Context: an optimization exercise on an open-source flow, tuned for a short achievable clock period and few clock cycles. The choices shown serve that exercise and are no tape-out recipe.
The RTL was checked by simulation tests, not by an equivalence proof against the original design.
No activity file was given, so power comes from the tool's default toggle rates.

Setup of v19:
==> flow/design.v (excerpt) <==
module manta_style (
    input clk,
    input rst,
    output [15:0] imem_addr,
    input  [15:0] imem_rdata,
    output [15:0] dmem_addr,
    output        dmem_we,
    output [15:0] dmem_wdata,
    input  [15:0] dmem_rdata
);
Settings: LEC_CHECK=0, CAP_MARGIN=40, CORE_MARGIN=2, CORE_UTILIZATION=55, PLACE_DENSITY=0.65, SETUP_SLACK_MARGIN=5, SLEW_MARGIN=40; clock period 8.5 ns.
standard.sh (not shown) runs the stock make flow with config.mk's settings and CLKGATE_MAP_FILE= SYNTH_SCRIPT=/design/flow/synth_recipe.tcl, a recipe that flattens the netlist after the stock synthesis.
==> flow/flow/run.sh <==
#!/bin/bash
set -euo pipefail
bash standard.sh SETUP_SLACK_MARGIN=5.7 "BUFFER_PORTS_ARGS=-buffer_cell sky130_fd_sc_hd__buf_4" finish > standard.log 2>&1
v19 finished every stage and its layout cleared the timing, DRC and antenna checks.
Testbench counts of v19, summed over its fixed seeds: cycles 525,453.
Input changes introduced in v25 (baseline for comparison: v19):
Settings: PLACE_DENSITY now 0.6, was 0.65; CORE_UTILIZATION now 40, was 55.
Notes after the runs:
v25 has ratio of cells with drive above 1 in the final layout above what v19 had. Remaining number of nets flagged by the antenna check after routing: v25 vs v19 identical. Post-route minimum period: higher on v25. v19 reports its start point of the critical path as e_faw while v25 reports e_fdm. Of the two values seen for kind of critical path, reg2reg was produced by v19 and reg2out by v25. Sort v19 and v25 by final period utilization, ascending, and v19 comes first. From v19 to v25 the numbers moved as follows: wire length on met3 has decreased; worst-case register-to-register setup slack grew by 70 ps; worst relative slew slack went down; logic gate share of total power decreased 1.0 points. [v25] non-filler instance count after layout rose 6.4% relative to v19.
What v29 does differently from v25 at the input level:
Settings: changing PLACE_DENSITY from 0.6 to 0.65; changing CORE_UTILIZATION from 40 to 45.
==> flow/flow/run.sh <==
#!/bin/bash
set -euo pipefail
bash standard.sh SETUP_SLACK_MARGIN=6.0 "BUFFER_PORTS_ARGS=-buffer_cell sky130_fd_sc_hd__buf_4" finish > standard.log 2>&1
==> summary.txt <==
In summary, v25 completed successfully, with a layout that passed the timing, DRC and antenna checks.
Both conditions hold for v29: the flow ran to the end and the final layout passed the timing, DRC and antenna checks.
Taking v25 as the reference, in v29 sequential share of power rose 0.3 points; non-clock buffer count rose about 5%; die area fell about 11%.
Total detailed-routing wirelength, v25 and v29, lower one = v25.
Taking v25 as the reference, in v29 sequential power closely matched the old numbers, fraction of power consumed by the clock network decreased by 1.2 points relative to the old numbers, static power due to leakage increased by 0.18 nW relative to the old numbers, routability-driven placement congestion ratio shows a reduction of about 8%.
Diff v25 and v29: non-clock buffer share of cell area lower in v25
v29 against v25: average wire per cell in the routed design grew by 4.6%, number of buffers added by the clock tree synthesis step shrank by 1.3%.

========
Setup of job 8307:
Another version of the RTL of manta_style (not shown whole).
Size: ~3700 cells after synthesis, about 83 I/O pins.
export LEC_CHECK = 0
export CAP_MARGIN = 40
export CORE_MARGIN = 2
export CORE_UTILIZATION = 45
export PLACE_DENSITY = 0.65
export SETUP_SLACK_MARGIN = 5
export SLEW_MARGIN = 40
create_clock -name core_clock -period 8.5 [get_ports {clk}]
==> flow/flow/run.sh <==
#!/bin/bash
set -euo pipefail
bash standard.sh SETUP_SLACK_MARGIN=6.0 "BUFFER_PORTS_ARGS=-buffer_cell sky130_fd_sc_hd__buf_4" finish > standard.log 2>&1
Testbench counts of job 8307, summed over its fixed seeds: cycles 528,626.
#### Input delta (job 6410 over job 8307)
==> flow/flow/run.sh <==
#!/bin/bash
set -euo pipefail
bash standard.sh SETUP_SLACK_MARGIN=5.7 "BUFFER_PORTS_ARGS=-buffer_cell sky130_fd_sc_hd__buf_4" finish > standard.log 2>&1
diff --git a/flow/config.mk b/flow/config.mk
--- a/flow/config.mk
+++ b/flow/config.mk
@@ -10 +10 @@
-export CORE_UTILIZATION = 45
+export CORE_UTILIZATION = 55
[summary]
- Job 8307 fits on a die that is larger than the die of job 6410.
- From job 8307 to job 6410 the numbers moved as follows: initial core utilization now sits higher; mean routed wirelength per cell higher; count of clock-buffer cells in the layout -3.7%.
Setup changes, job 6410 to job 8705
diff --git a/flow/config.mk b/flow/config.mk
--- a/flow/config.mk
+++ b/flow/config.mk
@@ -10,2 +10,2 @@
-export CORE_UTILIZATION = 55
-export PLACE_DENSITY = 0.65
+export CORE_UTILIZATION = 40
+export PLACE_DENSITY = 0.6
Notes after the runs:
- Taking job 6410 as the reference point, the worst clock skew on the final layout of job 8705 falls by 0.0099 ns.
- Critical path depth ended up 9 lower on job 8705 than on job 6410.
- Job 8705 vs job 6410: total met3 wirelength after detailed routing down in job 8705
- Job 6410 → job 8705: initial DRC count fell about 6.6%, switching fraction of total power saw a decrease.
- Compared with job 6410, in job 8705 power dissipated in sequential cells neither gained nor lost much; combinational power share fell by 1.7 points.
- Diff job 6410 -> job 8705 | non-clock buffer count in the final layout | up by a few percent
- Across both runs, global-route usage was lower for job 8705 than for job 6410.
- The capture point of the critical path comes out m_res[15]$_DFF_P_ in one run and dmem_wdata[15] in the other, namely in job 6410 and job 8705 respectively.
- Critical path start-end classification: reg2reg -> job 6410, reg2out -> job 8705
- Job 8705 ends up with a cell count after placement that is 358 higher than in job 6410.
Input changes introduced in job 2287 (baseline for comparison: job 8705):
diff --git a/flow/config.mk b/flow/config.mk
--- a/flow/config.mk
+++ b/flow/config.mk
@@ -10,2 +10,2 @@
-export CORE_UTILIZATION = 40
-export PLACE_DENSITY = 0.6
+export CORE_UTILIZATION = 50
+export PLACE_DENSITY = 0.7
- In job 2287, number of cells in the finished layout apart from fillers is lower than in job 8705.
- Compared to job 8705, job 2287 has final area about 3% lower.
- Classification of the worst setup path = reg2reg: job 2287; classification of the worst setup path = reg2out: job 8705
- In the reports for job 8705 and job 2287, the smaller internal power consumption belongs to job 2287.
- Going from job 8705 to job 2287, the maximum frequency was found to have gone down by about 0.43%.

========
run D:
Another version of the RTL of manta_style (not shown whole).
Size in the first run: roughly 640 flip-flops, about 83 I/O pins.
Settings: LEC_CHECK=0, CAP_MARGIN=40, CORE_MARGIN=2, CORE_UTILIZATION=40, PLACE_DENSITY=0.6, SETUP_SLACK_MARGIN=5, SLEW_MARGIN=40; clock period 8.5 ns.
==> flow/flow/run.sh <==
#!/bin/bash
set -euo pipefail
bash standard.sh SETUP_SLACK_MARGIN=5.7 "BUFFER_PORTS_ARGS=-buffer_cell sky130_fd_sc_hd__buf_4" finish > standard.log 2>&1
The final layout from run D, which completed every stage, passed the timing, DRC and antenna checks at the end of the flow.
Testbench counts of run D, summed over its fixed seeds: cycles 528,626.
## Diff of input files: run B against run D
==> flow/run.sh (new file) <==
#!/bin/bash
# synth_recipe.tcl (not shown) runs the flow's synth.tcl, then flattens the netlist and writes it again
# the make line also repeats each setting of config.mk as NAME=value (left out here)
make -C /OpenROAD-flow-scripts/flow DESIGN_CONFIG=/design/flow/config.mk WORK_HOME=/design/flow/orfs CLKGATE_MAP_FILE= SYNTH_SCRIPT=/design/flow/synth_recipe.tcl finish
removed: flow/flow/run.sh
removed: flow/standard.sh
==> comparison <==
The flow did not stop early for run B: all stages ran, and the layout cleared the timing, DRC and antenna checks. Run B vs run D, final design utilization went down by 4.1 points. Run B and run D ended up with nearly the same count of multi-input gates. Run B reports a lower global-route usage than run D does. Compare run B and run D | global routing met3 resource utilization lower: run B. Going from run D to run B, wire length decreased about 8%, effective utilization at floorplan essentially unchanged, sequential share of layout area increased 2.7 points. The higher post-layout worst setup margin came out of run D.

## separate check: timing with driven ports
In the flow no input, the clock included, has a driving cell. The finished layouts below were timed again as built, in two steps. Step 1 sets driving cells, clkbuf_16 on the clock port and buf_2 on the other inputs (assumed; they add their load-dependent delay and slew). Step 2 adds t to the input delays and takes it off the output delays; t is the mean of the earliest and latest rising clock arrival at the registers after step 1. Input paths then give back, and output paths get back, about the clock's delay inside the block. Three values: no drivers, after step 1, after step 2; two values: the first two.
| run | t, ns | setup slack, ns | latest minus earliest clock arrival (ns) | slew at the worst register clock pin (ns) |
|---|---|---|---|---|
| v19 | 0.690 | 5.013 / 4.936 / 4.246 | 0.053 / 0.053 | 0.06 / 0.06 |
| v25 | 0.748 | 4.991 / 4.904 / 4.156 | 0.035 / 0.035 | 0.07 / 0.07 |
| v29 | 0.716 | 5.004 / 4.877 / 4.162 | 0.037 / 0.037 | 0.07 / 0.07 |
| job 8307 | 0.692 | 5.094 / 5.025 / 4.409 | 0.031 / 0.031 | 0.07 / 0.07 |
| job 6410 | 0.692 | 5.095 / 5.089 / 4.436 | 0.046 / 0.046 | 0.07 / 0.07 |
| job 8705 | 0.730 | 5.098 / 5.025 / 4.397 | 0.037 / 0.037 | 0.07 / 0.07 |
| job 2287 | 0.690 | 5.083 / 5.083 / 4.458 | 0.042 / 0.042 | 0.07 / 0.07 |
| run D | 0.683 | 4.946 / 4.946 / 4.314 | 0.033 / 0.033 | 0.07 / 0.07 |
| run B | 0.692 | 4.903 / 4.903 / 4.257 | 0.035 / 0.035 | 0.07 / 0.07 |
After both steps every run listed still meets setup and hold. For v29, which loses most, drivers alone change the setup slack by -0.127 ns; drivers and shift together by -0.842 ns.
